This is an optimization exercise on Yosys and OpenROAD, whose aim is small area and a short achievable clock period, not a production implementation.
RTL that was checked went through simulation tests only; none was proved equivalent to the original.
No functional check of the RTL was part of runs 6 and 7.
Power and IR drop assume default switching activity.

==> flow/flow/run.sh <==
#!/bin/bash
# The standard layout (standard.sh, synthesis unchanged) with three changes
# to how the layout is made:
#  - the resizer may pick any size of a cell, not only cells of the same footprint
#  - ports are buffered with buf_2 instead of the delay buffer buffer_ports picks
#  - larger clock-sink clusters and no CTS dummy loads
# Each tool's output stays in orfs/logs/; make's output goes to standard.log.
set -e
bash standard.sh \
  MATCH_CELL_FOOTPRINT=0 \
  "BUFFER_PORTS_ARGS=-buffer_cell sky130_fd_sc_hd__buf_2" \
  "CTS_ARGS=-sink_clustering_enable -repair_clock_nets -sink_clustering_size 25 -sink_clustering_max_diameter 100 -dont_use_dummy_load" \
  finish > standard.log 2>&1
==> flow/standard.sh <==
#!/bin/bash
# synth_recipe.tcl (not shown) runs the flow's synth.tcl, then flattens the netlist and writes it again
# the make line also repeats each setting of config.mk as NAME=value (left out here)
make -C /OpenROAD-flow-scripts/flow DESIGN_CONFIG=/design/flow/config.mk WORK_HOME=/design/flow/orfs CLKGATE_MAP_FILE= SYNTH_SCRIPT=/design/flow/synth_recipe.tcl "${@:-finish}"
==> flow/config.mk <==
export PLATFORM = sky130hd
export DESIGN_NAME = apb_top
export DESIGN_NICKNAME = apb_top
export VERILOG_FILES = /design/flow/design.v
export SDC_FILE = /design/flow/constraint.sdc
export NUM_CORES = 4
export LEC_CHECK = 0
export CAP_MARGIN = 20
export CORE_MARGIN = 2
export CORE_UTILIZATION = 40
export PLACE_DENSITY = 0.6
export SETUP_SLACK_MARGIN = 2.8
export SLEW_MARGIN = 20
export SYNTH_HIERARCHICAL = 1
export TNS_END_PERCENT = 10
==> flow/constraint.sdc <==
create_clock -name core_clock -period 5.0 [get_ports {PCLK}]
set_input_delay 1.0000 -clock core_clock [delete_from_list [all_inputs] [get_ports {PCLK}]]
set_output_delay 1.0000 -clock core_clock [all_outputs]
set_load 0.01 [all_outputs]
==> flow/design.v <==
module master_apb (
input PCLK,
input PRESETn,
input transfer,
output reg PENABLE
);
reg setup_q;
always @(posedge PCLK or negedge PRESETn)
begin
if(!PRESETn)
begin
setup_q<=1'b0;
PENABLE<=1'b0;
end
else
begin
setup_q<=transfer&~setup_q;
PENABLE<=setup_q;
end
end
endmodule
module RAM_slave #(parameter ADDRESS=8, parameter DATA=8, parameter LOCATION=64)(
input PCLK,PRESETn,
input PENABLE,
input PWRITE,
input [ADDRESS-1:0] waddr,
input [ADDRESS-1:0] raddr,
input [DATA-1:0] pwdata,
output reg [DATA-1:0] rdata
);
reg [DATA-1:0] memory [0:63];
reg [7:0] w_row, w_bank;    
reg [DATA-1:0] wr_data_n;   
wire [7:0] w_row_d, w_bank_d;
onehot8 w_row_dec (.en(PENABLE & PWRITE & (waddr < LOCATION)), .a(waddr[2:0]), .y(w_row_d));
dec8 w_bank_dec (.a(waddr[5:3]), .y(w_bank_d));
always @(posedge PCLK or negedge PRESETn)
begin
if(!PRESETn)
w_row<=8'b0;
else
w_row<=w_row_d;
end
always @(posedge PCLK)
begin
w_bank<=w_bank_d;
wr_data_n<=~pwdata;
end
wire rd = PENABLE & ~PWRITE;
wire [7:0] r_row [0:DATA/2-1];
wire [7:0] r_bank;
onehot8 r_bank_dec (.en(rd & (raddr < LOCATION)), .a(raddr[5:3]), .y(r_bank));
genvar g, b;
generate
for (b=0; b<DATA/2; b=b+1) begin : rdec
dec8 r_row_dec (.a(raddr[2:0]), .y(r_row[b]));
end
for (g=0; g<64; g=g+1) begin : loc
wire [DATA-1:0] d;
ram_row_next #(.DATA(DATA)) nxt (.bank(w_bank[g/8]), .row(w_row[g%8]), .wd_n(wr_data_n), .q(memory[g]), .d(d));
always @(posedge PCLK or negedge PRESETn)
begin
if(!PRESETn)
memory[g]<='b0;
else
memory[g]<=d;
end
end
for (b=0; b<DATA; b=b+1) begin : rbit
wire [7:0] bank_data;
wire rnext;
for (g=0; g<8; g=g+1) begin : bank
sel8 s (.sel(r_row[b/2]), .d({memory[8*g+7][b], memory[8*g+6][b], memory[8*g+5][b], memory[8*g+4][b],
                         memory[8*g+3][b], memory[8*g+2][b], memory[8*g+1][b], memory[8*g][b]}),
        .y(bank_data[g]));
end
sel8_hold s (.sel(r_bank), .d(bank_data), .hold(~rd), .q(rdata[b]), .y(rnext));
always @(posedge PCLK or negedge PRESETn)
begin
if(!PRESETn)
rdata[b]<=1'b0;
else
rdata[b]<=rnext;
end
end
endgenerate
endmodule
module ram_row_next #(parameter DATA=8)(
input bank, row,
input [DATA-1:0] wd_n,
input [DATA-1:0] q,
output [DATA-1:0] d
);
wire nwe = ~(bank & row);
genvar b;
generate
for (b=0; b<DATA; b=b+1) begin : bc
ram_bit_next nxt (.nwe(nwe), .wd_n(wd_n[b]), .q(q[b]), .d(d[b]));
end
endgenerate
endmodule
module ram_bit_next (
input nwe,
input wd_n,
input q,
output d
);
assign d = ~((wd_n | nwe) & ~(q & nwe));
endmodule
module onehot8 (
input en,
input [2:0] a,
output [7:0] y
);
assign y = en ? (8'b1 << a) : 8'b0;
endmodule
module dec8 (
input [2:0] a,
output [7:0] y
);
assign y = 8'b1 << a;
endmodule
module sel8 (
input [7:0] sel,
input [7:0] d,
output y
);
assign y = |(sel & d);
endmodule
module sel8_hold (
input [7:0] sel,
input [7:0] d,
input hold,
input q,
output y
);
assign y = |(sel & d) | (hold & q);
endmodule
module apb_top #(parameter ADDRESS=8, parameter DATA =8, parameter LOCATION=64)(
input PCLK,PRESETn,transfer,READ_WRITE,
input [ADDRESS-1:0] apb_write_paddr,apb_read_paddr,
input [DATA-1:0] apb_write_data,
output [DATA-1:0] apb_read_data_out);
wire PENABLE;
master_apb master(
.PCLK(PCLK),
.PRESETn(PRESETn),
.transfer(transfer),
.PENABLE(PENABLE));
RAM_slave #(.ADDRESS(ADDRESS),.DATA(DATA), .LOCATION(LOCATION)) slave_dut (
.PCLK(PCLK),
.PRESETn(PRESETn),
.PENABLE(PENABLE),
.PWRITE(READ_WRITE),
.waddr(apb_write_paddr),
.raddr(apb_read_paddr),
.pwdata(apb_write_data),
.rdata(apb_read_data_out)
);
endmodule
==> results.txt, run 1 <==
- Die Y: 236.3 um
- Hold Vio Cnt, Final: 0
- Worst Max-Slew Pin Slew: 0.9314 ns
- CTS max path bufs: 3
- Die width: 236.3 um
- Placement row count: 85
- Global Route met1 Usage: 0.3729
- Fraction of layout cells with a size suffix above 1: 0.07885
- Buffers & Inverters on Critical Path: 1
- CP peak stage delay: 0.44 ns
- Io pins: 36
- Antenna cells: 0
- Synth Area per Inst: 10.47 um2
- Delay-heaviest family, CP: compound AO/OA/AOI/OAI gates
- Worst slack, placed: 1.704 ns
- Yosys cell types: 23
- Highest clock rate: 0.4436 GHz
- # fillers: 5147
- Port Buf Inserts: 35
- Core area: 53600 um2
- Most used routing layer: met2
- Worst Clk Skew: 0.01964 ns
- H-tree levels: 1
- Hold Crit Class: in2async
- Syn_nets: 2090
- Slowest stage cell, crit path: and3_2
- Area Growth Syn to Fin: 10.48%
- CTS buffer count: 25
- Worst setup margin: 2.746 ns
- PD cells: 303.8 nW/um2
- RSZ-0062 raised after global routing: yes
- Clk root buf: clkbuf_16
- Clock latency on the worst-skew pair: 0.59 ns
- Fin crit share: 0.4508
- CTS tree: built
- Setup violations, final: 0
- Mapped Area: 21590 um2
- CP Cell Sequence: buf_8 -> and3_2 -> a22oi_1 -> nand4_1 -> a22o_1 -> a221oi_2 -> nand3_1
- Synthesized instance count: 2062
- Number of synthesis warnings: 10
- Crit Path Class: in2reg
- CP startpoint kind: input port
- Status: complete, no violations
- CTS sink count: 546
- Crit-path max FO: 32
- Rel. slew slack: 0.3776
- Crit. End Element: flop
- Slew Viols, Final: 0
- DRC viols: 0
- Initial antenna violation count: 1
- Tmin final: 2.254 ns
- Critical Path RT: 5.46 ns
- Clock-pin slew on the worst setup and hold paths: 0.10 ns
- Detailed-route via count: 17220
- Die area: 55860 um2
- Leakage: 10.22 nW
- Routability-driven placement congestion ratio: 0.8987
- Worst path arrival time: 2.72 ns
- Flops & latches, synth: 546
- Post-synthesis sequential area ratio: 0.6290
- GRT Util Overall: 0.2550
- HPWL Detailed: 47370 um
- Vias per cell: 6.036
- Routed Antenna Nets: 0
- Iteration-0 DRC Markers: 1861
- M2 GR Usage: 0.3835
- Routed wire per std cell: 24.84 um
- Pre-antenna DRT Iters: 7
- Starting Density: 0.4028
- Final WL: 70850 um
- Peak supply drop: 0.2512 mV
- Congestion Overflow GR: 0
- Largest net degree at the start of global routing: 145
- Number of global-route vias before repair: 16470
- Met3 Use GR: 0.06027
- Setup tns final: 0 ns
- Fin nets: 2186
- Max_cap viols: 0
- First-pass GRT wire length: 107600 um
through the flow:
step | hold WS [ns] | util | power (mW) | instance area, um2 | cells
after floorplan | 0.4091 | - | 4.782 | 21680 | 2062
after global placement | 0.4157 | 0.4293 | 5.030 | 23010 | 2823
after detailed placement | 0.4377 | 0.4293 | 5.044 | 23010 | 2823
after CTS | 0.3968 | 0.4428 | 7.295 | 23730 | 2849
after global routing | 0.4190 | 0.4451 | 7.506 | 23860 | 2852
final | 0.3990 | 0.4451 | 7.246 | 23860 | 2852
layout make-up:
| class | instances | area, um2 | share of cell area |
|---|---|---|---|
| Sequential cell | 546 | 13600 | 0.5701 |
| Multi-Input combinational cell | 1508 | 8190 | 0.3433 |
| Tap cell | 696 | 870.8 | 0.03650 |
| Clock buffer | 25 | 625.6 | 0.02622 |
| Timing Repair Buffer | 69 | 539.3 | 0.02261 |
| Inverter | 8 | 30.03 | 0.001259 |
placed cells by master, fill, tap and decap left out, drive strengths merged, types with 15 or more instances in the layout:
| master | instances |
|---|---|
| nand2 | 576 |
| dfrtp | 530 |
| o21ai | 512 |
| a22oi | 264 |
| buf | 69 |
| nand4 | 64 |
| clkbuf | 25 |
| dfxtp | 16 |
| and3b | 15 |
| nor3b | 15 |
Yosys cell counts, drive strengths merged:
| cell | instances | share of area |
|---|---|---|
| a221oi | 8 | 0.0056 |
| a222oi | 8 | 0.0037 |
| a22o | 8 | 0.0032 |
| a22oi | 264 | 0.092 |
| and3 | 5 | 0.0017 |
| and3b | 15 | 0.0070 |
| and4 | 2 | 0.00093 |
| and4b | 6 | 0.0030 |
| and4bb | 7 | 0.0041 |
| dfrtp | 530 | 0.61 |
| dfxtp | 16 | 0.015 |
| inv | 8 | 0.0014 |
| nand2 | 576 | 0.10 |
| nand2b | 1 | 0.00029 |
| nand3 | 8 | 0.0019 |
| nand4 | 64 | 0.019 |
| nor2b | 1 | 0.00064 |
| nor3 | 5 | 0.0012 |
| nor3b | 15 | 0.0052 |
| nor4b | 3 | 0.0021 |
| o21ai | 512 | 0.12 |
where the power goes:
part           internal [mW]  leakage [nW]  switching (mW)
clock network          0.898         0.308            1.38
registers               4.50          7.50          0.0596
logic                 0.0923          2.41           0.321
what timing repair did:
item / 4_1_cts / 5_1_grt
hold buffers: 0 / 0
setup endpoints to repair: 13 / 15
pin swaps: 1 / 5
buffers inserted: 1 / 3
gates resized for setup: 25 / 24
worst paths after layout:
check,start,endpoint,slack (ns),cells past startpoint
max,apb_read_paddr[2],slave_dut.rdata[2],2.75,7
min,PRESETn,slave_dut.memory[54][0],0.40,1
max reg2reg,master.PENABLE,slave_dut.rdata[3],2.99,5
min reg2reg,master.setup_q,master.PENABLE,0.45,0
max in group asynchronous,PRESETn,slave_dut.memory[38][4],3.35,2
min in group core_clock,master.setup_q,master.PENABLE,0.45,0
registers in the layout, summed over array words and instances, names as in the netlist:
| register | flops |
|---|---|
| slave_dut.memory | 512 |
| master.PENABLE | 1 |
| slave_dut.w_row | 8 |
| slave_dut.w_bank | 8 |
| master.setup_q | 1 |
| slave_dut.rdata | 8 |
| slave_dut.wr_data_n | 8 |
per-layer routing:
metal,share of wire,wire (um)
met5,0,0
met4,0.026,1851
met3,0.093,6556
met2,0.44,31160
met1,0.44,31280
per-module statistics from Yosys (local to each module, per instance), a selection:
| module | area [um2] | cells | flops+latches | times used |
|---|---|---|---|---|
| onehot8 | 95.09 | 8 | 0 | 2 |
| master_apb | 63.81 | 3 | 2 | 1 |
| sel8 | 36.28 | 5 | 0 | 64 |
| sel8_hold | 46.29 | 5 | 0 | 8 |
| ram_bit_next | 8.758 | 2 | 0 | 512 |
| dec8 | 65.06 | 8 | 0 | 5 |
worst register-to-register path, cell delays in order, from the launching register on:
cell      delay (ns)
dfrtp_1         0.38
nor4b_4         0.44
and4bb_2        0.58
a22o_1          0.36
a221oi_2        0.07
nand3_1         0.12
cell families (layout without fill, tap and decap cells):
| kind of cell | Yosys count | in the layout | synth area share |
|---|---|---|---|
| buf+inv | 8 | 102 | 0.001391 |
| flops | 546 | 546 | 0.6290 |
| compound gates | 800 | 800 | 0.2230 |
| simple gates | 708 | 708 | 0.1466 |
==> run 2, diff against run 1 <==
--- a/flow/config.mk
+++ b/flow/config.mk
@@ -9,5 +9,5 @@
 export CORE_MARGIN = 2
 export CORE_UTILIZATION = 40
-export PLACE_DENSITY = 0.6
+export PLACE_DENSITY = 0.7
 export SETUP_SLACK_MARGIN = 2.8
 export SLEW_MARGIN = 20
==> run 2 against run 1 <==
Effect of this change:
- still clean
- sequential cell count unchanged
- count of clock-buffer cells in the layout unchanged
- fmax decreased by 4.7%
- routed wire length grew 2.4%
- critical endpoint is now slave_dut.rdata[1]
==> results.txt, run 2 <==
- Largest Register: slave_dut.memory (unchanged)
- Register share of total power: 0.625 (was 0.629)
- Leading area contributor after synthesis: dfrtp_1 (unchanged)
- Cells on worst reg2reg path: 3 (was 5)
- Delay-heaviest family, CP: compound AO/OA/AOI/OAI gates (unchanged)
- Fin crit share: 0.4733 (was 0.4508)
- Core area: 53600 um2 (unchanged)
- Count leader, synth: nand2_1 (unchanged)
- Syn_nets: 2090 (unchanged)
- Leakage: 10.55 nW (was 10.22 nW)
- RSZ-0062 raised after global routing: yes (unchanged)
- CTS tree: built (unchanged)
- CTS max path bufs: 3 (unchanged)
- Post-synthesis sequential area ratio: 0.6290 (unchanged)
- Clock-pin slew on the worst setup and hold paths: 0.10 ns (about the same)
- Detailed-route via count: 18080 (was 17220)
- Area Growth Syn to Fin: 13.08% (was 10.48%)
- Die area: 55860 um2 (unchanged)
- Fin nets: 2229 (was 2186)
- Fraction of layout cells with a size suffix above 1: 0.09868 (was 0.07885)
- Flops & latches, synth: 546 (unchanged)
- Crit path to: slave_dut.rdata[1] (was slave_dut.rdata[2])
- Routability-driven placement congestion ratio: 0.9460 (was 0.8987)
- Crit. End Element: flop (unchanged)
- # hold bufs at CTS: 0 (unchanged)
- Peak supply drop: 0.2336 mV (was 0.2512 mV)
- Worst Clk Skew: 0.03503 ns (was 0.01964 ns)
- Slowest stage cell, crit path: a222oi_1 (was and3_2)
- P_int: 5.521 mW (was 5.487 mW)
- Worst Setup SP: apb_read_paddr[2] (unchanged)
- Top cell type's share of synthesized area: 0.6142 (unchanged)
- CP peak stage delay: 0.58 ns (was 0.44 ns)
- Synth Area per Inst: 10.47 um2 (unchanged)
- Clk root buf: clkbuf_16 (unchanged)
- PD cells: 298.7 nW/um2 (was 303.8 nW/um2)
- Io pins: 36 (unchanged)
- Setup tns final: 0 ns (unchanged)
- H-tree levels: 1 (unchanged)
- CP Depth: 6 (was 7)
- Antenna cells: 0 (unchanged)
- Synthesized instance count: 2062 (unchanged)
- CTS sink count: 546 (unchanged)
- Most common cell after layout, fill and taps aside: nand2_1 (unchanged)
- Clock latency on the worst-skew pair: 0.59 ns (about the same)
- Critical Path RT: 5.43 ns (was 5.46 ns)
- Share of power burned in the clock network: 0.309 (was 0.314)
- Final core occ: 0.4556 (was 0.4451)
- Tmin final: 2.366 ns (was 2.254 ns)
- Most frequent cells after synthesis: nand2_1, dfrtp_1, o21ai_1, a22oi_1, nand4_1 (unchanged)
- Status: complete, no violations (unchanged)
- DRC viols: 0 (unchanged)
- CP Cell Sequence: clkbuf_16 -> and3b_1 -> a22oi_1 -> nand4_1 -> a222oi_1 -> nand3_1 (was buf_8 -> and3_2 -> a22oi_1 -> nand4_1 -> a22o_1 -> a221oi_2 -> nand3_1)
- CTS buffer count: 25 (unchanged)
- Worst Max-Slew Pin Slew: 0.8887 ns (was 0.9314 ns)
- Largest net degree at the start of global routing: 102 (was 145)
- Port Buf Inserts: 35 (unchanged)
- Sw Share: 0.2431 (was 0.2428)
- Starting Density: 0.4028 (unchanged)
- Die width: 236.3 um (unchanged)
- Worst r2r src: slave_dut.w_row[6] (was master.PENABLE)
- Number of global-route vias before repair: 16970 (was 16470)
- Worst path arrival time: 2.79 ns (was 2.72 ns)
- Net Sw Power: 1.773 mW (was 1.759 mW)
- Final Power: 7.294 mW (was 7.246 mW)
- Die Y: 236.3 um (unchanged)
- Placement row count: 85 (unchanged)
- Routed wire per std cell: 25.06 um (was 24.84 um)
- HPWL Detailed: 45940 um (was 47370 um)
- Mapped Area: 21590 um2 (unchanged)
- Pre-antenna DRT Iters: 8 (was 7)
- Initial antenna violation count: 1 (unchanged)
- Hold Vio Cnt, Final: 0 (unchanged)
- Final WL: 72560 um (was 70850 um)
- FFs w/ async S/R, synth: 0.9707 (unchanged)
- Rel. slew slack: 0.4076 (was 0.3776)
- Slew Viols, Final: 0 (unchanged)
- Vias per cell: 6.244 (was 6.036)
- First-pass GRT wire length: 109200 um (was 107600 um)
- Yosys cell types: 23 (unchanged)
- Placed cell area: 23020 um2 (was 23010 um2)
- Buffers & Inverters on Critical Path: 1 (unchanged)
- Crit Path Class: in2reg (unchanged)
- Congestion Overflow GR: 0 (unchanged)
- Hold Crit Class: reg2reg (was in2async)
- Primary FF master, synth: dfrtp_1 (unchanged)
- Worst R2R End: slave_dut.memory[54][3] (was slave_dut.rdata[3])
- Combinational power share: 0.066 (was 0.057)
- Crit-path max FO: 17 (was 32)
- Commonest cells after routing, fill and taps aside: nand2_1, dfrtp_1, o21ai_1 (unchanged)
- Number of synthesis warnings: 10 (unchanged)
- Routed Antenna Nets: 0 (unchanged)
- Highest clock rate: 0.4226 GHz (was 0.4436 GHz)
- R2R Setup Slk: 2.90 ns (was 2.99 ns)
- Setup violations, final: 0 (unchanged)
- Largest register FFs: 512 (unchanged)
- CP startpoint kind: input port (unchanged)
- Main area contributors after synthesis: dfrtp_1, o21ai_1, nand2_1 (unchanged)
- Max_cap viols: 0 (unchanged)
- GRT Util Overall: 0.2567 (was 0.2550)
- Final Instance Area: 24420 um2 (was 23860 um2)
- EDFF count, synth: 0 (unchanged)
- Iteration-0 DRC Markers: 2424 (was 1861)
## run 2: cell counts after synthesis
Identical to the previous run, type by type.
## run 2: cells by family (layout without fill, tap and decap cells)
| logic type | Yosys count | after routing | share of synthesized area |
|---|---|---|---|
| compound gates | 800 | 800 | 0.2230 |
| buf+inv | 8 | 142 | 0.001391 |
| flops | 546 | 546 | 0.6290 |
| simple gates | 708 | 711 | 0.1466 |
## run 2: worst min-delay path by stage
| stage | start | endpoint | slack [ns] | cells after the start |
|---|---|---|---|---|
| after floorplan | master.setup_q | master.PENABLE | 0.41 | 0 |
| after global placement | master.setup_q | master.PENABLE | 0.42 | 0 |
| after detailed placement | master.setup_q | master.PENABLE | 0.42 | 0 |
| after CTS | master.setup_q | master.PENABLE | 0.45 | 0 |
| after global routing | master.setup_q | master.PENABLE | 0.46 | 0 |
| final | master.setup_q | master.PENABLE | 0.45 | 0 |
## run 2: power groups by stage
stage,Sequential [mW],Clock [mW],Combinational [mW]
final,4.56,2.25,0.484
after detailed placement,4.64,0,0.414
after CTS,4.55,2.28,0.454
after global placement,4.64,0,0.398
after floorplan,4.66,0,0.123
after global routing,4.57,2.44,0.522
## run 2: final cells by class
class                   instances  area (um2)
multi-input cells            1511        8278
inverters                       8       30.03
fillers                      4985       29180
clock buffers                  25       625.6
flip-flops and latches        546       13590
repair buffers                109        1021
well taps                     696       870.8
## run 2: what timing repair did
item / in CTS / in global routing
pin swaps: 8 / 20
endpoints found under the hold margin: 0 / 0
gates cloned: 6 / 4
setup endpoints to repair: 10 / 14
buffers inserted: 23 / 18
resized for setup: 45 / 19
## run 2: through the flow
stage	instances	hold WS (ns)	worst slack, ns
finish	2895	0.4455	2.634
global route	2895	0.4643	2.696
CTS	2873	0.4468	2.758
detailed placement	2819	0.4200	1.489
global placement	2819	0.4231	1.495
floorplan	2062	0.4091	2.830
## run 2: per-layer routing
layer / part of all wire / vias to the layer above / track usage
met3: 0.12 / 196 / 0.06752
li1: - / 7947 / -
met4: 0.046 / 2 / 0.1013
met2: 0.43 / 1050 / 0.3770
met1: 0.41 / 8881 / 0.3628
met5: 0.00018 / - / 0
## run 2: modules after synthesis (local to each module, per instance), a selection
module	area, um2	cells	times used	flip-flops and latches
sel8	36.28	5	64	0
master_apb	63.81	3	1	2
ram_bit_next	8.758	2	512	0
sel8_hold	46.29	5	8	0
onehot8	95.09	8	2	0
dec8	65.06	8	5	0
==> run 3, diff against run 2 <==
--- a/flow/config.mk
+++ b/flow/config.mk
@@ -9,5 +9,5 @@
 export CORE_MARGIN = 2
 export CORE_UTILIZATION = 40
-export PLACE_DENSITY = 0.7
+export PLACE_DENSITY = 0.5
 export SETUP_SLACK_MARGIN = 2.8
 export SLEW_MARGIN = 20
==> run 3 against run 2 <==
Effect of this change:
- largest cell class unchanged
- critical path depth is 1 higher
- cell count is 0.62% lower
- hold slack worse by 0.0089 ns
- clock power is 4% higher
- setup slack better by 0.079 ns
- total power is 0.68% higher
- die area stayed put
- synthesized cell count stayed put
- area after synthesis stayed put
- combinational power is 5.8% lower
- utilization is 0.26 points lower
==> results.txt, run 3 <==
- Iteration-0 DRC Markers: 1804 (was 2424)
- Worst r2r src: master.PENABLE (was slave_dut.w_row[6])
- Rel. slew slack: 0.3864 (was 0.4076)
- Synth Area per Inst: 10.47 um2 (unchanged)
- R2R Setup Slk: 2.96 ns (was 2.90 ns)
- Highest clock rate: 0.4373 GHz (was 0.4226 GHz)
- Area Growth Syn to Fin: 12.43% (was 13.08%)
- Crit. End Element: flop (unchanged)
- Routed Antenna Nets: 0 (unchanged)
- Worst Clk Skew: 0.02234 ns (was 0.03503 ns)
- Congestion Overflow GR: 0 (unchanged)
- Antenna cells: 0 (unchanged)
- Slowest stage cell, crit path: a222oi_1 (unchanged)
- Yosys cell types: 23 (unchanged)
- Placement row count: 85 (unchanged)
- Fin crit share: 0.4574 (was 0.4733)
- Starting Density: 0.4028 (unchanged)
- GRT Util Overall: 0.2731 (was 0.2567)
- Number of synthesis warnings: 10 (unchanged)
- EDFF count, synth: 0 (unchanged)
- Primary FF master, synth: dfrtp_1 (unchanged)
- RSZ-0062 raised after global routing: yes (unchanged)
- Setup violations, final: 0 (unchanged)
- Worst path arrival time: 2.74 ns (was 2.79 ns)
- DRC viols: 0 (unchanged)
- Count leader, synth: nand2_1 (unchanged)
- Flops & latches, synth: 546 (unchanged)
- Core area: 53600 um2 (unchanged)
- Die area: 55860 um2 (unchanged)
- CP Cell Sequence: buf_16 -> nor3b_2 -> buf_6 -> a22oi_1 -> nand4_1 -> a222oi_1 -> nand3_1 (was clkbuf_16 -> and3b_1 -> a22oi_1 -> nand4_1 -> a222oi_1 -> nand3_1)
- Crit path to: slave_dut.rdata[5] (was slave_dut.rdata[1])
- Syn_nets: 2090 (unchanged)
- Critical Path RT: 5.45 ns (was 5.43 ns)
- PD cells: 302.5 nW/um2 (was 298.7 nW/um2)
- Worst setup margin: 2.713 ns (was 2.634 ns)
- Clock latency on the worst-skew pair: 0.60 ns (was 0.59 ns)
- Clock-pin slew on the worst setup and hold paths: 0.10 ns (about the same)
- Final core occ: 0.4529 (was 0.4556)
- CP peak stage delay: 0.61 ns (was 0.58 ns)
- Slew Viols, Final: 0 (unchanged)
- Leading area contributor after synthesis: dfrtp_1 (unchanged)
- FFs w/ async S/R, synth: 0.9707 (unchanged)
- Worst Max-Slew Pin Slew: 0.9204 ns (was 0.8887 ns)
- Most frequent cells after synthesis: nand2_1, dfrtp_1, o21ai_1, a22oi_1, nand4_1 (unchanged)
- Final WL: 76310 um (was 72560 um)
- Detailed-route via count: 17020 (was 18080)
- Port Buf Inserts: 35 (unchanged)
- Crit-path max FO: 33 (was 17)
- Crit Path Class: in2reg (unchanged)
- Synthesized instance count: 2062 (unchanged)
- Most common cell after layout, fill and taps aside: nand2_1 (unchanged)
- Peak supply drop: 0.2527 mV (was 0.2336 mV)
- Top cell type's share of synthesized area: 0.6142 (unchanged)
- Die Y: 236.3 um (unchanged)
- Largest net degree at the start of global routing: 98 (was 102)
- Commonest cells after routing, fill and taps aside: nand2_1, dfrtp_1, o21ai_1 (unchanged)
- Number of global-route vias before repair: 16260 (was 16970)
- Worst slack, placed: 1.395 ns (was 1.489 ns)
- CTS sink count: 546 (unchanged)
- Initial antenna violation count: 1 (unchanged)
- Largest register FFs: 512 (unchanged)
- Worst Setup SP: apb_read_paddr[0] (was apb_read_paddr[2])
- Status: complete, no violations (unchanged)
- Fin nets: 2211 (was 2229)
- Leakage: 10.45 nW (was 10.55 nW)
- First-pass GRT wire length: 113100 um (was 109200 um)
- Final Instance Area: 24280 um2 (was 24420 um2)
- Main area contributors after synthesis: dfrtp_1, o21ai_1, nand2_1 (unchanged)
- Setup tns final: 0 ns (unchanged)
- Max_cap viols: 0 (unchanged)
- Pre-antenna DRT Iters: 6 (was 8)
- Clk root buf: clkbuf_16 (unchanged)
- Largest Register: slave_dut.memory (unchanged)
- CTS buffer count: 26 (was 25)
- CTS max path bufs: 3 (unchanged)
- Cells on worst reg2reg path: 5 (was 3)
- Fraction of layout cells with a size suffix above 1: 0.08941 (was 0.09868)
- Mapped Area: 21590 um2 (unchanged)
- H-tree levels: 1 (unchanged)
- Io pins: 36 (unchanged)
- CP startpoint kind: input port (unchanged)
- Worst R2R End: slave_dut.rdata[7] (was slave_dut.memory[54][3])
- Routed wire per std cell: 26.52 um (was 25.06 um)
- Die width: 236.3 um (unchanged)
- Tmin final: 2.287 ns (was 2.366 ns)
- CTS tree: built (unchanged)
- Post-synthesis sequential area ratio: 0.6290 (unchanged)
- Placed cell area: 23070 um2 (was 23020 um2)
- Vias per cell: 5.916 (was 6.244)
- HPWL Detailed: 51170 um (was 45940 um)
- Routability-driven placement congestion ratio: 0.8524 (was 0.9460)
- Hold Vio Cnt, Final: 0 (unchanged)
- Hold Crit Class: in2async (was reg2reg)
[run 3: timing repair]
item,CTS,global route
setup endpoints to repair,14,15
gates resized for setup,43,15
cloned,0,3
hold buffers,0,0
buffers inserted,10,17
pin swaps,7,10
[run 3: cell type report]
| type | instances | area (um2) |
|---|---|---|
| timing repair buffer | 92 | 863.3 |
| fill | 5213 | 29320 |
| multi-input combinational | 1509 | 8268 |
| tap | 696 | 870.8 |
| sequential | 546 | 13590 |
| inverter | 8 | 30.03 |
| clock buffer | 26 | 650.6 |
[run 3: kinds of logic (layout without fill, tap and decap cells)]
| family | Yosys count | count (layout) | share of synthesized area |
|---|---|---|---|
| buffers and inverters | 8 | 126 | 0.001391 |
| flip-flops | 546 | 546 | 0.6290 |
| AO/OA/AOI/OAI | 800 | 800 | 0.2230 |
| AND/OR/NAND/NOR | 708 | 709 | 0.1466 |
[run 3: metrics by stage]
stage	total power [mW]	hold slack, ns	std cells
finish	7.343	0.4366	2877
global route	7.637	0.4965	2877
CTS	7.416	0.4844	2857
detailed placement	5.069	0.4751	2821
global placement	5.053	0.4663	2817
floorplan	4.782	0.4091	2062
[run 3: routing by layer]
layer	vias to the layer above	wire length (um)	track usage	share of wire
li1	7930	-	-	-
met1	8490	35880	0.4179	0.47
met2	515	33710	0.4115	0.44
met3	85	5117	0.04272	0.067
met4	0	1606	0.05351	0.021
met5	-	0	0	0
[run 3: how the worst min path moves through the flow]
stage | start | end | cells after the start
after floorplan | master.setup_q | master.PENABLE | 0
after global placement | slave_dut.memory[27][6] | slave_dut.memory[27][6] | 2
after detailed placement | slave_dut.memory[0][0] | slave_dut.memory[0][0] | 2
after CTS | PRESETn | slave_dut.memory[6][3] | 1
after global routing | PRESETn | slave_dut.memory[6][3] | 1
final | PRESETn | slave_dut.memory[6][3] | 1
[run 3: per-module statistics from Yosys, one instance, submodules excluded, excerpt]
| module | copies in the design | cell area, um2 |
|---|---|---|
| dec8 | 5 | 65.06 |
| onehot8 | 2 | 95.09 |
| sel8 | 64 | 36.28 |
| ram_bit_next | 512 | 8.758 |
| sel8_hold | 8 | 46.29 |
| master_apb | 1 | 63.81 |
[run 3: where the power goes]
group / switching (mW) / total (mW) / internal (mW)
combinational: 0.341 / 0.456 / 0.115
sequential: 0.0648 / 4.56 / 4.50
clock: 1.40 / 2.33 / 0.931
total: 1.80 / 7.34 / 5.54
[run 3: critical path, delay by kind of cell]
| kind | cells | cell delay [ns] |
|---|---|---|
| compound gates | 2 | 0.89 |
| buf+inv | 2 | 0.34 |
| simple gates | 3 | 0.49 |
==> run 4, diff against run 3 <==
--- a/flow/config.mk
+++ b/flow/config.mk
@@ -8,6 +8,6 @@
 export CAP_MARGIN = 20
 export CORE_MARGIN = 2
-export CORE_UTILIZATION = 40
-export PLACE_DENSITY = 0.5
+export CORE_UTILIZATION = 60
+export PLACE_DENSITY = 0.75
 export SETUP_SLACK_MARGIN = 2.8
 export SLEW_MARGIN = 20
==> run 4 against run 3 <==
Effect of this change:
- still clean on timing, DRC and antenna
- die area fell by 33%
- setup slack improved by 0.012 ns
- non-clock buffer count shrank 2
- design area is 1.8% lower
- count of clock-buffer cells in the layout is 1 lower
- clock skew shrank 0.0066 ns
- sequential power about the same
- area after synthesis unchanged
- sequential share of layout area is 1.0 points higher
==> results.txt, run 4 <==
- Most frequent cells after synthesis: nand2_1, dfrtp_1, o21ai_1, a22oi_1, nand4_1 (unchanged)
- Area Growth Syn to Fin: 10.40% (was 12.43%)
- H-tree levels: 1 (unchanged)
- Primary FF master, synth: dfrtp_1 (unchanged)
- Register area: 13600 um2 (was 13590 um2)
- Mapped Area: 21590 um2 (unchanged)
- Max_cap viols: 0 (unchanged)
- RSZ-0062 raised after global routing: yes (unchanged)
- Crit Path Class: in2reg (unchanged)
- Critical Path RT: 5.51 ns (was 5.45 ns)
- Crit. End Element: flop (unchanged)
- Placed cell area: 22740 um2 (was 23070 um2)
- Commonest cells after routing, fill and taps aside: nand2_1, dfrtp_1, o21ai_1 (unchanged)
- Clock latency on the worst-skew pair: 0.58 ns (was 0.60 ns)
- Met3 Use GR: 0.1273 (was 0.04272)
- Most used routing layer: met1 (unchanged)
- Largest net degree at the start of global routing: 113 (was 98)
- Die area: 37520 um2 (was 55860 um2)
- Pre-antenna DRT Iters: 8 (was 6)
- Highest clock rate: 0.4395 GHz (was 0.4373 GHz)
- CTS max path bufs: 3 (unchanged)
- Global Route met1 Usage: 0.5529 (was 0.4179)
- Peak supply drop: 0.3856 mV (was 0.2527 mV)
- Placement row count: 69 (was 85)
- Leakage: 10.41 nW (was 10.45 nW)
- Setup tns final: 0 ns (unchanged)
- HPWL Detailed: 45940 um (was 51170 um)
- Rel. slew slack: 0.3778 (was 0.3864)
- Final Instance Area: 23840 um2 (was 24280 um2)
- Starting Density: 0.6086 (was 0.4028)
- Syn_nets: 2090 (unchanged)
- Tmin final: 2.275 ns (was 2.287 ns)
- Worst Setup SP: READ_WRITE (was apb_read_paddr[0])
- Setup violations, final: 0 (unchanged)
- Iteration-0 DRC Markers: 2523 (was 1804)
- M2 GR Usage: 0.5341 (was 0.4115)
- Hold Vio Cnt, Final: 0 (unchanged)
- Hold path start: master.setup_q
- Congestion Overflow GR: 0 (unchanged)
- Routability-driven placement congestion ratio: 0.9798 (was 0.8524)
- FFs w/ async S/R, synth: 0.9707 (unchanged)
- Share of power burned in the clock network: 0.308 (was 0.317)
- DRC viols: 0 (unchanged)
- Clock-pin slew on the worst setup and hold paths: 0.10 ns (about the same)
- Die width: 193.7 um (was 236.3 um)
- Vias per cell: 6.871 (was 5.916)
- Crit-path max FO: 8 (was 33)
- # fillers: 2685 (was 5213)
- Status: complete, no violations (unchanged)
- Final WL: 71190 um (was 76310 um)
- Number of global-route vias before repair: 16990 (was 16260)
- EDFF count, synth: 0 (unchanged)
- GRT Util Overall: 0.3771 (was 0.2731)
- First-pass GRT wire length: 107100 um (was 113100 um)
- Largest register FFs: 512 (unchanged)
- Io pins: 36 (unchanged)
- Core area: 35480 um2 (was 53600 um2)
- Routed wire per std cell: 26.96 um (was 26.52 um)
- Sw Share: 0.2424 (was 0.2453)
- Yosys cell types: 23 (unchanged)
- Net Sw Power: 1.761 mW (was 1.802 mW)
- Fin nets: 2209 (was 2211)
- PD cells: 304.7 nW/um2 (was 302.5 nW/um2)
- Synth Area per Inst: 10.47 um2 (unchanged)
- Synthesized instance count: 2062 (unchanged)
- Detailed-route via count: 18140 (was 17020)
- Count leader, synth: nand2_1 (unchanged)
- Largest Register: slave_dut.memory (unchanged)
- CP startpoint kind: input port (unchanged)
- Worst path arrival time: 2.79 ns (was 2.74 ns)
- Routed Antenna Nets: 0 (unchanged)
- Register share of total power: 0.629 (was 0.621)
- # hold bufs at CTS: 0 (unchanged)
- Worst Clk Skew: 0.01576 ns (was 0.02234 ns)
- Antenna cells: 0 (unchanged)
- CTS buffer count: 25 (was 26)
- Area of the multi-input gates: 8223 um2 (was 8268 um2)
- Die Y: 193.7 um (was 236.3 um)
- Worst r2r src: master.PENABLE (unchanged)
- Slew Viols, Final: 0 (unchanged)
- Hold Crit Class: reg2reg (was in2async)
- Fin crit share: 0.4550 (was 0.4574)
- Initial antenna violation count: 1 (unchanged)
- Fraction of layout cells with a size suffix above 1: 0.08582 (was 0.08941)
- Port Buf Inserts: 35 (unchanged)
- Combinational power share: 0.063 (was 0.062)
- Number of synthesis warnings: 10 (unchanged)
- P_int: 5.503 mW (was 5.542 mW)
- Flops & latches, synth: 546 (unchanged)
- Leading area contributor after synthesis: dfrtp_1 (unchanged)
- Top cell type's share of synthesized area: 0.6142 (unchanged)
- Clk root buf: clkbuf_16 (unchanged)
- Most common cell after layout, fill and taps aside: nand2_1 (unchanged)
- Post-synthesis sequential area ratio: 0.6290 (unchanged)
- CTS sink count: 546 (unchanged)
- Main area contributors after synthesis: dfrtp_1, o21ai_1, nand2_1 (unchanged)
- CTS tree: built (unchanged)
- Worst Max-Slew Pin Slew: 0.9333 ns (was 0.9204 ns)
-- run 4: cell count changes in the layout (fill, tap and decap cells not counted), sizes merged --
cell,delta
and3b,+1
buf,-2
clkbuf,-1
-- run 4: worst paths after layout --
kind,to,slack [ns],depth (start not counted)
max,slave_dut.rdata[6],2.72,6
min,master.PENABLE,0.45,0
max reg2reg,slave_dut.rdata[6],2.77,5
min reg2reg,master.PENABLE,0.45,0
max in group asynchronous,slave_dut.memory[10][6],3.40,2
min in group asynchronous,slave_dut.memory[5][5],0.50,1
-- run 4: layer usage --
| metal | routed length [um] | up-vias |
|---|---|---|
| li1 | - | 7897 |
| met1 | 27780 | 8801 |
| met2 | 29850 | 1253 |
| met3 | 10800 | 188 |
| met4 | 2752 | 0 |
| met5 | 0 | - |
-- run 4: logic make-up (layout without fill, tap and decap cells) --
| family | count (synthesis) | after routing | share of synthesized area |
|---|---|---|---|
| compound gates | 800 | 800 | 0.2230 |
| simple gates | 708 | 710 | 0.1466 |
| flops | 546 | 546 | 0.6290 |
| buf+inv | 8 | 123 | 0.001391 |
-- run 4: worst max-delay path: stages --
cell and delay, ns:
buf_2 0.18, nor4b_4 0.61, and4_2 0.54, a22o_1 0.26, a221oi_2 0.07, nand3_1 0.12
-- run 4: through the flow --
stage | power (mW) | instances | setup WS (ns) | hold slack, ns | utilization
finish | 7.264 | 2640 | 2.725 | 0.4453 | 0.6719
global route | 7.473 | 2640 | 2.775 | 0.4671 | 0.6719
CTS | 7.241 | 2622 | 2.789 | 0.4492 | 0.6649
detailed placement | 5.060 | 2587 | 1.527 | 0.4236 | 0.6409
global placement | 5.042 | 2587 | 1.569 | 0.4205 | 0.6404
floorplan | 4.782 | 2062 | 2.830 | 0.4091 | -
-- run 4: power groups by stage --
stage / Combinational [mW] / Sequential [mW] / Clock [mW]
CTS: 0.430 / 4.56 / 2.25
global placement: 0.394 / 4.65 / 0
floorplan: 0.123 / 4.66 / 0
detailed placement: 0.412 / 4.65 / 0
finish: 0.457 / 4.57 / 2.24
global route: 0.492 / 4.58 / 2.40
-- run 4: final cells by class --
type / count / share of cell area
flip-flops and latches: 546 / 0.5703
inverters: 8 / 0.001260
well taps: 461 / 0.02420
clock buffers: 25 / 0.02624
multi-input cells: 1510 / 0.3449
repair buffers: 90 / 0.03307
-- run 4: repair_timing --
item	CTS	global route
gates resized for setup	39	12
buffers inserted	10	14
cloned	0	4
endpoints found under the setup margin	9	13
pin swaps	2	11
-- run 4: per-module statistics from Yosys (local to each module, per instance), excerpt --
module	times used	cells inside
sel8_hold	8	5
sel8	64	5
ram_bit_next	512	2
master_apb	1	3
onehot8	2	8
dec8	5	8
==> run 5, diff against run 4 <==
--- a/flow/flow/run.sh
+++ b/flow/flow/run.sh
@@ -11,3 +11,4 @@
   "BUFFER_PORTS_ARGS=-buffer_cell sky130_fd_sc_hd__buf_2" \
   "CTS_ARGS=-sink_clustering_enable -repair_clock_nets -sink_clustering_size 25 -sink_clustering_max_diameter 100 -dont_use_dummy_load" \
+  "SETUP_MOVE_SEQUENCE=sizeup,swap,buffer,clone,split" \
   finish > standard.log 2>&1
--- a/flow/config.mk
+++ b/flow/config.mk
@@ -8,6 +8,6 @@
 export CAP_MARGIN = 20
 export CORE_MARGIN = 2
-export CORE_UTILIZATION = 60
-export PLACE_DENSITY = 0.75
+export CORE_UTILIZATION = 40
+export PLACE_DENSITY = 0.6
 export SETUP_SLACK_MARGIN = 2.8
 export SLEW_MARGIN = 20
==> run 5 against run 4 <==
Effect of this change:
- die area rose by 49%
- global-route usage decreased by 12 points
- clock skew grew 0.0039 ns
- combinational power decreased by 9.6%
- setup slack better by 0.021 ns
- largest cell class unchanged
- critical endpoint is now slave_dut.rdata[2]
- via count shrank 5.1%
- sequential power about the same
- hold slack got worse by 0.046 ns
- synthesized cell count is the same
- still clean
- sequential cell count stayed put
- clock power increased by 2%
==> results.txt, run 5 <==
- Simple logic cell fraction of the synthesized area: 0.1466 (unchanged)
- CP peak stage delay: 0.44 ns (was 0.61 ns)
- CTS tree: built (unchanged)
- CTS max path bufs: 3 (unchanged)
- Share of power burned in the clock network: 0.314 (was 0.308)
- Critical Path RT: 5.46 ns (was 5.51 ns)
- Combinational power share: 0.057 (was 0.063)
- Count leader, synth: nand2_1 (unchanged)
- Crit. End Element: flop (unchanged)
- H-tree levels: 1 (unchanged)
- Initial antenna violation count: 1 (unchanged)
- Clock latency on the worst-skew pair: 0.59 ns (was 0.58 ns)
- Yosys cell types: 23 (unchanged)
- Largest family of logic cells by synthesized area: compound AO/OA/AOI/OAI gates (unchanged)
- Hold Crit Class: in2async (was reg2reg)
- Vias per cell: 6.036 (was 6.871)
- Peak supply drop: 0.2512 mV (was 0.3856 mV)
- Hold_ws: 0.3990 ns (was 0.4453 ns)
- Slowest stage cell, crit path: and3_2 (was nor4b_4)
- HPWL Detailed: 47370 um (was 45940 um)
- Post-synthesis sequential area ratio: 0.6290 (unchanged)
- GRT Util Overall: 0.2550 (was 0.3771)
- Multiplexer area fraction after synthesis: 0 (unchanged)
- Top cell type's share of synthesized area: 0.6142 (unchanged)
- Setup tns final: 0 ns (unchanged)
- Worst path arrival time: 2.72 ns (was 2.79 ns)
- Final WL: 70850 um (was 71190 um)
- Leading area contributor after synthesis: dfrtp_1 (unchanged)
- Crit Path Class: in2reg (unchanged)
- Core area: 53600 um2 (was 35480 um2)
- CP startpoint kind: input port (unchanged)
- Fin nets: 2186 (was 2209)
- Final Instance Area: 23860 um2 (was 23840 um2)
- Hold Vio Cnt, Final: 0 (unchanged)
- Leakage: 10.22 nW (was 10.41 nW)
- PD cells: 303.8 nW/um2 (was 304.7 nW/um2)
- Starting Density: 0.4028 (was 0.6086)
- Area Growth Syn to Fin: 10.48% (was 10.40%)
- Post-Synth Adder-Cell Area: 0 (unchanged)
- Most common cell after layout, fill and taps aside: nand2_1 (unchanged)
- Die width: 236.3 um (was 193.7 um)
- Clock-pin slew on the worst setup and hold paths: 0.10 ns (about the same)
- Congestion Overflow GR: 0 (unchanged)
- RSZ-0062 raised after global routing: yes (unchanged)
- Routability-driven placement congestion ratio: 0.8987 (was 0.9798)
- Routed wire per std cell: 24.84 um (was 26.96 um)
- Synth Area per Inst: 10.47 um2 (unchanged)
- P_int: 5.487 mW (was 5.503 mW)
- Detailed-route via count: 17220 (was 18140)
- Die Y: 236.3 um (was 193.7 um)
- # fillers: 5147 (was 2685)
- CP Cell Sequence: buf_8 -> and3_2 -> a22oi_1 -> nand4_1 -> a22o_1 -> a221oi_2 -> nand3_1 (was buf_2 -> nor4b_4 -> and4_2 -> a22o_1 -> a221oi_2 -> nand3_1)
- Slew Viols, Final: 0 (unchanged)
- Number of synthesis warnings: 10 (unchanged)
- Port Buf Inserts: 35 (unchanged)
- Largest register FFs: 512 (unchanged)
- FFs w/ async S/R, synth: 0.9707 (unchanged)
- # hold bufs at CTS: 0 (unchanged)
- Setup violations, final: 0 (unchanged)
- CTS buffer count: 25 (unchanged)
- Highest clock rate: 0.4436 GHz (was 0.4395 GHz)
- Net Sw Power: 1.759 mW (was 1.761 mW)
- Mapped Area: 21590 um2 (unchanged)
- Syn_nets: 2090 (unchanged)
- Worst Max-Slew Pin Slew: 0.9314 ns (was 0.9333 ns)
- Pre-antenna DRT Iters: 7 (was 8)
- Io pins: 36 (unchanged)
- Largest Register: slave_dut.memory (unchanged)
- Most frequent cells after synthesis: nand2_1, dfrtp_1, o21ai_1, a22oi_1, nand4_1 (unchanged)
- First-pass GRT wire length: 107600 um (was 107100 um)
- Register share of total power: 0.629 (about the same)
- Antenna cells: 0 (unchanged)
- Fraction of layout cells with a size suffix above 1: 0.07885 (was 0.08582)
- Crit-path max FO: 32 (was 8)
- Sw Share: 0.2428 (was 0.2424)
- EDFF count, synth: 0 (unchanged)
- Primary FF master, synth: dfrtp_1 (unchanged)
- CTS sink count: 546 (unchanged)
- Rel. slew slack: 0.3776 (was 0.3778)
- Tmin final: 2.254 ns (was 2.275 ns)
- Synthesized instance count: 2062 (unchanged)
- Main area contributors after synthesis: dfrtp_1, o21ai_1, nand2_1 (unchanged)
- Die area: 55860 um2 (was 37520 um2)
- Compound-Gate Fraction of Synth Area: 0.2230 (unchanged)
- Commonest cells after routing, fill and taps aside: nand2_1, dfrtp_1, o21ai_1 (unchanged)
- Number of global-route vias before repair: 16470 (was 16990)
- Clk root buf: clkbuf_16 (unchanged)
- Max_cap viols: 0 (unchanged)
- Status: complete, no violations (unchanged)
- Flops & latches, synth: 546 (unchanged)
- Post-synthesis xor/xnor area fraction: 0 (unchanged)
- Placed cell area: 23010 um2 (was 22740 um2)
- DRC viols: 0 (unchanged)
- Fin crit share: 0.4508 (was 0.4550)
- Iteration-0 DRC Markers: 1861 (was 2523)
- Routed Antenna Nets: 0 (unchanged)
- Placement row count: 85 (was 69)
- Worst Clk Skew: 0.01964 ns (was 0.01576 ns)
- Largest net degree at the start of global routing: 145 (was 113)
==> run 5: cell types whose count changed in the layout (fill, tap and decap cells not counted), sizes merged <==
cell,previous run,this run
and3b,17,15
buf,88,69
clkbuf,27,25
==> run 5: layout make-up <==
class                           count  area, um2  area share
Timing Repair Buffer               69      539.3     0.02261
Clock buffer                       25      625.6     0.02622
Multi-Input combinational cell   1508       8190      0.3433
Sequential cell                   546      13600      0.5701
Inverter                            8      30.03    0.001259
Tap cell                          696      870.8     0.03650
==> run 5: routing by layer <==
layer | up-vias | global-route usage | part of all wire | routed length (um)
met5 | - | 0 | 0 | 0
met2 | 723 | 0.3835 | 0.44 | 31160
met1 | 8518 | 0.3729 | 0.44 | 31280
met3 | 95 | 0.06027 | 0.093 | 6556
met4 | 0 | 0.06176 | 0.026 | 1851
li1 | 7879 | - | - | -
==> run 5: modules after synthesis, one instance, submodules excluded, excerpt <==
module	cells inside	times used	area [um2]
ram_bit_next	2	512	8.758
dec8	8	5	65.06
sel8_hold	5	8	46.29
onehot8	8	2	95.09
master_apb	3	1	63.81
sel8	5	64	36.28
==> run 5: what timing repair did <==
item                                    4_1_cts  5_1_grt
buffers inserted                              1        3
pin swaps                                     1        5
gates resized for setup                      25       24
gates cloned                                  0        0
endpoints found under the setup margin       13       15
==> run 5: cell families (layout without fill, tap and decap cells) <==
group                  Yosys count  count (layout)
DFF                            546             546
and+or+nand+nor                708             708
buffers and inverters            8             102
AOI/OAI and AO/OA              800             800
==> run 5: per-stage QoR <==
step,util,power (mW),std cells,setup WS (ns)
detailed placement,0.4293,5.044,2823,1.704
global placement,0.4293,5.030,2823,1.724
finish,0.4451,7.246,2852,2.746
floorplan,-,4.782,2062,2.830
global route,0.4451,7.506,2852,2.750
CTS,0.4428,7.295,2849,2.725
==> run 5: path summary, 6_finish.rpt <==
check	startpoint	end	slack [ns]	cells past startpoint
hold reg to reg	master.setup_q	master.PENABLE	0.45	0
setup reg to reg	master.PENABLE	slave_dut.rdata[3]	2.99	5
max in group asynchronous	PRESETn	slave_dut.memory[38][4]	3.35	2
min in group core_clock	master.setup_q	master.PENABLE	0.45	0
hold / removal	PRESETn	slave_dut.memory[54][0]	0.40	1
setup / recovery	apb_read_paddr[2]	slave_dut.rdata[2]	2.75	7
==> run 5: power by group through the flow <==
stage / Combinational (mW) / Clock, mW / Sequential [mW]
final: 0.413 / 2.28 / 4.56
after global routing: 0.457 / 2.48 / 4.57
after CTS: 0.410 / 2.33 / 4.55
after detailed placement: 0.404 / 0 / 4.64
after global placement: 0.391 / 0 / 4.64
after floorplan: 0.123 / 0 / 4.66
==> run 5: worst max-delay path: cells and delay by family <==
family / cells / cell delay (ns)
AOI/OAI and AO/OA: 3 / 0.85
and+or+nand+nor: 3 / 0.68
buffers and inverters: 1 / 0.16
==> run 6, diff against run 5 <==
--- a/flow/design.v
+++ b/flow/design.v
@@ -75,5 +75,7 @@
         .y(bank_data[g]));
 end
-sel8_hold s (.sel(r_bank), .d(bank_data), .hold(~rd), .q(rdata[b]), .y(rnext));
+wire rsel;
+sel8 s (.sel(r_bank), .d(bank_data), .y(rsel));
+or_hold h (.a(rsel), .hold(~rd), .q(rdata[b]), .y(rnext));
 always @(posedge PCLK or negedge PRESETn)
 begin
@@ -128,12 +130,11 @@
 assign y = |(sel & d);
 endmodule
-module sel8_hold (
-input [7:0] sel,
-input [7:0] d,
+module or_hold (
+input a,
 input hold,
 input q,
 output y
 );
-assign y = |(sel & d) | (hold & q);
+assign y = a | (hold & q);
 endmodule
 module apb_top #(parameter ADDRESS=8, parameter DATA =8, parameter LOCATION=64)(
--- a/flow/flow/run.sh
+++ b/flow/flow/run.sh
@@ -11,4 +11,3 @@
   "BUFFER_PORTS_ARGS=-buffer_cell sky130_fd_sc_hd__buf_2" \
   "CTS_ARGS=-sink_clustering_enable -repair_clock_nets -sink_clustering_size 25 -sink_clustering_max_diameter 100 -dont_use_dummy_load" \
-  "SETUP_MOVE_SEQUENCE=sizeup,swap,buffer,clone,split" \
   finish > standard.log 2>&1
==> run 6 against run 5 <==
Effect of this change:
- setup slack got worse by 0.011 ns
- critical path depth rose by 1
- register-to-register slack barely moved
- count of clock-buffer cells in the layout rose by 1
- sequential power barely moved
- routed wire length rose by 3.7%
- die area barely moved
- clock skew rose by 0.072 ns
==> results.txt, run 6 <==
- Status: complete, no violations (unchanged)
- GRT Util Overall: 0.2642 (was 0.2550)
- Peak supply drop: 0.2685 mV (was 0.2512 mV)
- Combinational power share: 0.061 (was 0.057)
- Setup tns final: 0 ns (unchanged)
- Slew Viols, Final: 0 (unchanged)
- Number of global-route vias before repair: 16300 (was 16470)
- Initial antenna violation count: 0 (was 1)
- Final core occ: 0.4501 (was 0.4451)
- Placement row count: 85 (unchanged)
- HPWL Detailed: 47760 um (was 47370 um)
- Primary FF master, synth: dfrtp_1 (unchanged)
- Critical Path RT: 5.48 ns (was 5.46 ns)
- Worst Max-Slew Pin Slew: 0.9294 ns (was 0.9314 ns)
- EDFF count, synth: 0 (unchanged)
- Leakage: 10.37 nW (was 10.22 nW)
- PD cells: 302.9 nW/um2 (was 303.8 nW/um2)
- Share of power burned in the clock network: 0.315 (was 0.314)
- Final Power: 7.308 mW (was 7.246 mW)
- CTS sink count: 546 (unchanged)
- Routability-driven placement congestion ratio: 0.9110 (was 0.8987)
- Starting Density: 0.4025 (was 0.4028)
- Largest Register: slave_dut.memory (unchanged)
- Detailed-route via count: 17290 (was 17220)
- CTS tree: built (unchanged)
- Port Buf Inserts: 35 (unchanged)
- Setup violations, final: 0 (unchanged)
- Post-synthesis sequential area ratio: 0.6296 (was 0.6290)
- Worst Clk Skew: 0.09151 ns (was 0.01964 ns)
- Final Instance Area: 24130 um2 (was 23860 um2)
- Pre-antenna DRT Iters: 7 (unchanged)
- Highest clock rate: 0.4415 GHz (was 0.4436 GHz)
- Syn_nets: 2098 (was 2090)
- Worst path arrival time: 2.74 ns (was 2.72 ns)
- Mapped Area: 21570 um2 (was 21590 um2)
- Hold Crit Class: in2async (unchanged)
- Die Y: 236.2 um (was 236.3 um)
- # hold bufs at CTS: 0 (unchanged)
- Synthesized instance count: 2070 (was 2062)
- Commonest cells after routing, fill and taps aside: nand2_1, dfrtp_1, o21ai_1 (unchanged)
- Congestion Overflow GR: 0 (unchanged)
- FFs w/ async S/R, synth: 0.9707 (unchanged)
- Antenna cells: 0 (unchanged)
- Most frequent cells after synthesis: nand2_1, dfrtp_1, o21ai_1, a22oi_1, nand4_1 (unchanged)
- Yosys cell types: 20 (was 23)
- Rel. slew slack: 0.3804 (was 0.3776)
- # fillers: 5116 (was 5147)
- Tmin final: 2.265 ns (was 2.254 ns)
- Net Sw Power: 1.780 mW (was 1.759 mW)
- Die width: 236.2 um (was 236.3 um)
- Crit Path Class: in2reg (unchanged)
- Sw Share: 0.2436 (was 0.2428)
- CTS buffer count: 26 (was 25)
- Final WL: 73460 um (was 70850 um)
- Largest net degree at the start of global routing: 116 (was 145)
- Leading area contributor after synthesis: dfrtp_1 (unchanged)
- Top cell type's share of synthesized area: 0.6148 (was 0.6142)
- Most common cell after layout, fill and taps aside: nand2_1 (unchanged)
- Flops & latches, synth: 546 (unchanged)
- Core area: 53600 um2 (unchanged)
- Synth Area per Inst: 10.42 um2 (was 10.47 um2)
- Routed Antenna Nets: 0 (unchanged)
- Area Growth Syn to Fin: 11.84% (was 10.48%)
- Hold_ws: 0.3852 ns (was 0.3990 ns)
- Clock-pin slew on the worst setup and hold paths: 0.10 ns (about the same)
- P_int: 5.528 mW (was 5.487 mW)
- Fin nets: 2206 (was 2186)
- Hold Vio Cnt, Final: 0 (unchanged)
- Max_cap viols: 0 (unchanged)
- H-tree levels: 1 (unchanged)
- CP startpoint kind: input port (unchanged)
- Register share of total power: 0.623 (was 0.629)
- Clock latency on the worst-skew pair: 0.62 ns (was 0.59 ns)
- Die area: 55810 um2 (was 55860 um2)
- Clk root buf: clkbuf_16 (unchanged)
- Routed wire per std cell: 25.58 um (was 24.84 um)
- Placed cell area: 23040 um2 (was 23010 um2)
- Count leader, synth: nand2_1 (unchanged)
- Crit-path max FO: 32 (unchanged)
- Crit. End Element: flop (unchanged)
- CTS max path bufs: 3 (unchanged)
- RSZ-0062 raised after global routing: yes (unchanged)
- Main area contributors after synthesis: dfrtp_1, o21ai_1, a22oi_1 (was dfrtp_1, o21ai_1, nand2_1)
- First-pass GRT wire length: 110300 um (was 107600 um)
- Fin crit share: 0.4530 (was 0.4508)
- DRC viols: 0 (unchanged)
- Fraction of layout cells with a size suffix above 1: 0.09007 (was 0.07885)
- Io pins: 36 (unchanged)
- Vias per cell: 6.019 (was 6.036)
- Largest register FFs: 512 (unchanged)
- Number of synthesis warnings: 10 (unchanged)
- Iteration-0 DRC Markers: 2233 (was 1861)
run 6: final cells by class:
| cell class | count | area [um2] | share of cell area |
|---|---|---|---|
| clock buffer | 26 | 650.6 | 0.02697 |
| sequential | 546 | 13600 | 0.5635 |
| timing repair buffer | 80 | 663.1 | 0.02749 |
| inverter | 8 | 30.03 | 0.001245 |
| tap | 696 | 870.8 | 0.03609 |
| multi-input combinational | 1516 | 8317 | 0.3447 |
run 6: modules after synthesis (local to each module, per instance), a selection:
module	flops+latches	area, um2	copies in the design
ram_bit_next	0	8.758	512
dec8	0	65.06	5
sel8	0	36.28	72
onehot8	0	95.09	2
master_apb	2	63.81	1
or_hold	0	7.507	8
run 6: worst paths after layout:
kind | slack (ns) | end | startpoint | cells after the start
min | 0.39 | slave_dut.memory[56][1] | PRESETn | 1
max reg2reg | 2.98 | slave_dut.memory[26][6] | slave_dut.w_row[2] | 3
max in group asynchronous | 3.36 | slave_dut.memory[5][6] | PRESETn | 2
max | 2.74 | slave_dut.rdata[2] | apb_read_paddr[2] | 8
min in group core_clock | 0.45 | master.PENABLE | master.setup_q | 0
min reg2reg | 0.45 | master.PENABLE | master.setup_q | 0
run 6: cells by family (layout without fill, tap and decap cells):
logic type | Yosys count | in the layout | synth area share
AOI/OAI and AO/OA | 808 | 808 | 0.2218
buffers and inverters | 8 | 114 | 0.001392
DFF | 546 | 546 | 0.6296
and+or+nand+nor | 708 | 708 | 0.1472
run 6: metrics by stage:
step | worst slack, ns | std cells
6_report | 2.735 | 2872
5_1_grt | 2.745 | 2872
4_1_cts | 2.729 | 2864
3_5_place_dp | 1.295 | 2831
3_3_place_gp | 1.163 | 2828
2_1_floorplan | 2.840 | 2070
run 6: power groups by stage:
stage | Clock [mW] | Combinational (mW) | Sequential (mW)
floorplan | 0 | 0.123 | 4.66
global placement | 0 | 0.408 | 4.64
detailed placement | 0 | 0.423 | 4.64
CTS | 2.36 | 0.440 | 4.55
global route | 2.50 | 0.488 | 4.57
finish | 2.30 | 0.447 | 4.56
run 6: worst max-delay path, cell delays in order:
cell and delay (ns):
buf_12 0.15, nor3b_4 0.20, buf_12 0.16, a22oi_1 0.38
nand4_1 0.19, a22oi_2 0.31, nand4_1 0.15, a21o_1 0.17
run 6: what timing repair did:
| item | CTS | global route |
|---|---|---|
| endpoints found under the setup margin | 15 | 15 |
| gates resized for setup | 53 | 21 |
| pin swaps | 4 | 6 |
| setup buffers | 7 | 8 |
run 6: layer usage:
metal,vias up,share of wire,GRT usage
li1,7920,-,-
met1,8493,0.44,0.3890
met2,743,0.44,0.3991
met3,132,0.078,0.03792
met4,0,0.038,0.09513
met5,-,0,0
==> run 7, diff against run 6 <==
--- a/flow/flow/run.sh
+++ b/flow/flow/run.sh
@@ -10,4 +10,4 @@
   MATCH_CELL_FOOTPRINT=0 \
   "BUFFER_PORTS_ARGS=-buffer_cell sky130_fd_sc_hd__buf_2" \
-  "CTS_ARGS=-sink_clustering_enable -repair_clock_nets -sink_clustering_size 25 -sink_clustering_max_diameter 100 -dont_use_dummy_load" \
+  "CTS_ARGS=-sink_clustering_enable -repair_clock_nets -sink_clustering_size 30 -sink_clustering_max_diameter 150 -dont_use_dummy_load" \
   finish > standard.log 2>&1
==> run 7 against run 6 <==
Effect of this change:
- still clean
- sequential cell count unchanged
- combinational power increased by 4%
- routed wire length increased by 1.2%
- utilization increased by 0.21 points
- setup slack improved by 0.053 ns
- non-clock buffer count increased by 8
- register-to-register slack improved by 0.04 ns
- hold slack improved by 0.019 ns
- fmax increased by 2.4%
- area after synthesis unchanged
- sequential power about the same
- total power decreased by 2.0%
- highest routed layer unchanged
==> results.txt, run 7 <==
- Slew Viols, Final: 0 (unchanged)
- Flops & latches, synth: 546 (unchanged)
- Initial antenna violation count: 0 (unchanged)
- Count leader, synth: nand2_1 (unchanged)
- Syn_nets: 2098 (unchanged)
- Synthesized instance count: 2070 (unchanged)
- Largest net degree at the start of global routing: 116 (unchanged)
- Worst Clk Skew: 0.05623 ns (was 0.09151 ns)
- Placed cell area: 23040 um2 (unchanged)
- Routed wire per std cell: 25.83 um (was 25.58 um)
- Multiplexer area fraction after synthesis: 0 (unchanged)
- Fin crit share: 0.4423 (was 0.4530)
- Post-synthesis xor/xnor area fraction: 0 (unchanged)
- Register area: 13600 um2 (unchanged)
- Most frequent cells after synthesis: nand2_1, dfrtp_1, o21ai_1, a22oi_1, nand4_1 (unchanged)
- Antenna cells: 0 (unchanged)
- Mapped Area: 21570 um2 (unchanged)
- CTS sink count: 546 (unchanged)
- CTS max path bufs: 3 (unchanged)
- Setup violations, final: 0 (unchanged)
- RSZ-0062 raised after global routing: yes (unchanged)
- Die width: 236.2 um (unchanged)
- Leakage: 10.42 nW (was 10.37 nW)
- Largest family of logic cells by synthesized area: compound AO/OA/AOI/OAI gates (unchanged)
- Dpl cells: 2831 (unchanged)
- Largest Register: slave_dut.memory (unchanged)
- Simple logic cell fraction of the synthesized area: 0.1472 (unchanged)
- Highest clock rate: 0.4521 GHz (was 0.4415 GHz)
- Core area: 53600 um2 (unchanged)
- H-tree levels: 1 (unchanged)
- First-pass GRT wire length: 110000 um (was 110300 um)
- Primary FF master, synth: dfrtp_1 (unchanged)
- Number of synthesis warnings: 10 (unchanged)
- Fraction of layout cells with a size suffix above 1: 0.09399 (was 0.09007)
- Top cell type's share of synthesized area: 0.6148 (unchanged)
- Synth Area per Inst: 10.42 um2 (unchanged)
- Non-Filler Instances: 2877 (was 2872)
- # fillers: 5092 (was 5116)
- Rel. slew slack: 0.3759 (was 0.3804)
- Setup tns final: 0 ns (unchanged)
- Fin nets: 2211 (was 2206)
- Clk root buf: clkbuf_16 (unchanged)
- Congestion Overflow GR: 0 (unchanged)
- Critical Path RT: 5.49 ns (was 5.48 ns)
- Starting Density: 0.4025 (unchanged)
- Hold Vio Cnt, Final: 0 (unchanged)
- Largest register FFs: 512 (unchanged)
- Final WL: 74310 um (was 73460 um)
- Yosys cell types: 20 (unchanged)
- DRC viols: 0 (unchanged)
- Pre-antenna DRT Iters: 5 (was 7)
- FFs w/ async S/R, synth: 0.9707 (unchanged)
- Worst setup margin: 2.788 ns (was 2.735 ns)
- CTS tree: built (unchanged)
- CP Cell Sequence: clkbuf_16 -> nor3b_4 -> buf_12 -> a22oi_1 -> nand4_1 -> a22oi_2 -> nand4_1 -> a21o_1 (was buf_12 -> nor3b_4 -> buf_12 -> a22oi_1 -> nand4_1 -> a22oi_2 -> nand4_1 -> a21o_1)
- # hold bufs at CTS: 0 (unchanged)
- Clock latency on the worst-skew pair: 0.59 ns (was 0.62 ns)
- Most common cell after layout, fill and taps aside: nand2_1 (unchanged)
- Most Frequent Cell on Critical Path: nand4_1
- Crit Path Class: in2reg (unchanged)
- Worst Max-Slew Pin Slew: 0.9361 ns (was 0.9294 ns)
- Final core occ: 0.4522 (was 0.4501)
- Final Power: 7.166 mW (was 7.308 mW)
- Tmin final: 2.212 ns (was 2.265 ns)
- Commonest cells after routing, fill and taps aside: nand2_1, dfrtp_1, o21ai_1 (unchanged)
- Crit. End Element: flop (unchanged)
- Number of global-route vias before repair: 16230 (was 16300)
- PD cells: 295.6 nW/um2 (was 302.9 nW/um2)
- Clock-pin slew on the worst setup and hold paths: 0.12 ns (was 0.10 ns)
- Worst path arrival time: 2.70 ns (was 2.74 ns)
- CP startpoint kind: input port (unchanged)
- EDFF count, synth: 0 (unchanged)
- Io pins: 36 (unchanged)
- Hold_ws: 0.4042 ns (was 0.3852 ns)
- Area of the multi-input gates: 8363 um2 (was 8317 um2)
- Post-synthesis sequential area ratio: 0.6296 (unchanged)
- Routed Antenna Nets: 0 (unchanged)
- CTS buffer count: 22 (was 26)
- Die area: 55810 um2 (unchanged)
- Final Instance Area: 24240 um2 (was 24130 um2)
- Port Buf Inserts: 35 (unchanged)
- Status: complete, no violations (unchanged)
- GRT Util Overall: 0.2638 (was 0.2642)
- HPWL Detailed: 47760 um (unchanged)
- Routability-driven placement congestion ratio: 0.9110 (unchanged)
- Compound-Gate Fraction of Synth Area: 0.2218 (unchanged)
- Post-Synth Adder-Cell Area: 0 (unchanged)
- CP peak stage delay: 0.39 ns (was 0.38 ns)
- Crit-path max FO: 16 (was 32)
- Area Growth Syn to Fin: 12.35% (was 11.84%)
- Hold Crit Class: in2async (unchanged)
- Die Y: 236.2 um (unchanged)
- Peak supply drop: 0.2467 mV (was 0.2685 mV)
- Detailed-route via count: 17360 (was 17290)
- Max_cap viols: 0 (unchanged)
- Iteration-0 DRC Markers: 2253 (was 2233)
- Placement row count: 85 (unchanged)
- Vias per cell: 6.033 (was 6.019)
- Slowest stage cell, crit path: a22oi_1 (unchanged)
- Worst slack, placed: 1.295 ns (unchanged)
- Leading area contributor after synthesis: dfrtp_1 (unchanged)
- Main area contributors after synthesis: dfrtp_1, o21ai_1, a22oi_1 (unchanged)
[run 7: changes by cell type in the layout (fill, tap and decap cells not counted)]
cell / change
buf_6: +4
nor3b_4: +1
clkbuf_16: -1
nor3_2: -1
a22oi_2: +5
nor3_4: +1
buf_12: -2
nor3b_2: -1
buf_2: -1
and3b_1: +1
buf_4: +1
buf_16: +3
a22oi_1: -5
[run 7: cell type report]
| cell class | instances | area share |
|---|---|---|
| multi-input cells | 1517 | 0.3450 |
| inverters | 8 | 0.001239 |
| flip-flops and latches | 546 | 0.5609 |
| clock buffers | 22 | 0.02271 |
| repair buffers | 88 | 0.03417 |
| well taps | 696 | 0.03593 |
[run 7: power breakdown]
group	switching (mW)	internal (mW)
Sequential	0.0601	4.50
Combinational	0.350	0.114
Clock	1.35	0.798
Total	1.76	5.41
[run 7: cell families (layout without fill, tap and decap cells)]
| group | after synthesis | count (layout) |
|---|---|---|
| DFF | 546 | 546 |
| and+or+nand+nor | 708 | 709 |
| buffers and inverters | 8 | 118 |
| AOI/OAI and AO/OA | 808 | 808 |
[run 7: final timing paths]
path | start | end | slack (ns) | depth (start not counted)
setup / recovery | apb_read_paddr[2] | slave_dut.rdata[2] | 2.79 | 8
hold / removal | PRESETn | slave_dut.memory[58][1] | 0.40 | 1
setup reg to reg | slave_dut.w_row[2] | slave_dut.memory[18][2] | 3.02 | 3
hold reg to reg | master.setup_q | master.PENABLE | 0.45 | 0
max in group asynchronous | PRESETn | slave_dut.rdata[4] | 3.38 | 2
min in group core_clock | master.setup_q | master.PENABLE | 0.45 | 0
[run 7: modules after synthesis (local to each module, per instance), excerpt]
module        times used  cell area [um2]  flops+latches
onehot8                2            95.09              0
dec8                   5            65.06              0
master_apb             1            63.81              2
sel8                  72            36.28              0
ram_bit_next         512            8.758              0
or_hold                8            7.507              0
[run 7: repair_timing]
item                       4_1_cts  5_1_grt
setup buffers                    6       14
gates cloned                     0        4
pin swaps                        4       13
setup endpoints to repair       13       14
gates resized for setup         62       26
[run 7: worst max-delay path: cells and delay by family]
kind / cells / cell delay (ns)
AOI/OAI and AO/OA: 3 / 0.86
buffers and inverters: 2 / 0.31
and+or+nand+nor: 3 / 0.52
[run 7: per-layer routing]
layer	routed length, um	global-route usage	vias to the layer above
met3	5925	0.03663	120
met2	33080	0.4003	772
li1	-	-	7924
met4	2558	0.09225	0
met5	0	0	-
met1	32750	0.3887	8541

Check on run 7: ideal ports give 2.788 ns setup slack; a clkbuf_16 on the clock port and buf_2 on the inputs give 2.695 ns; moving port delays by the midpoint clock arrival (0.614 ns) as well gives 2.081 ns.
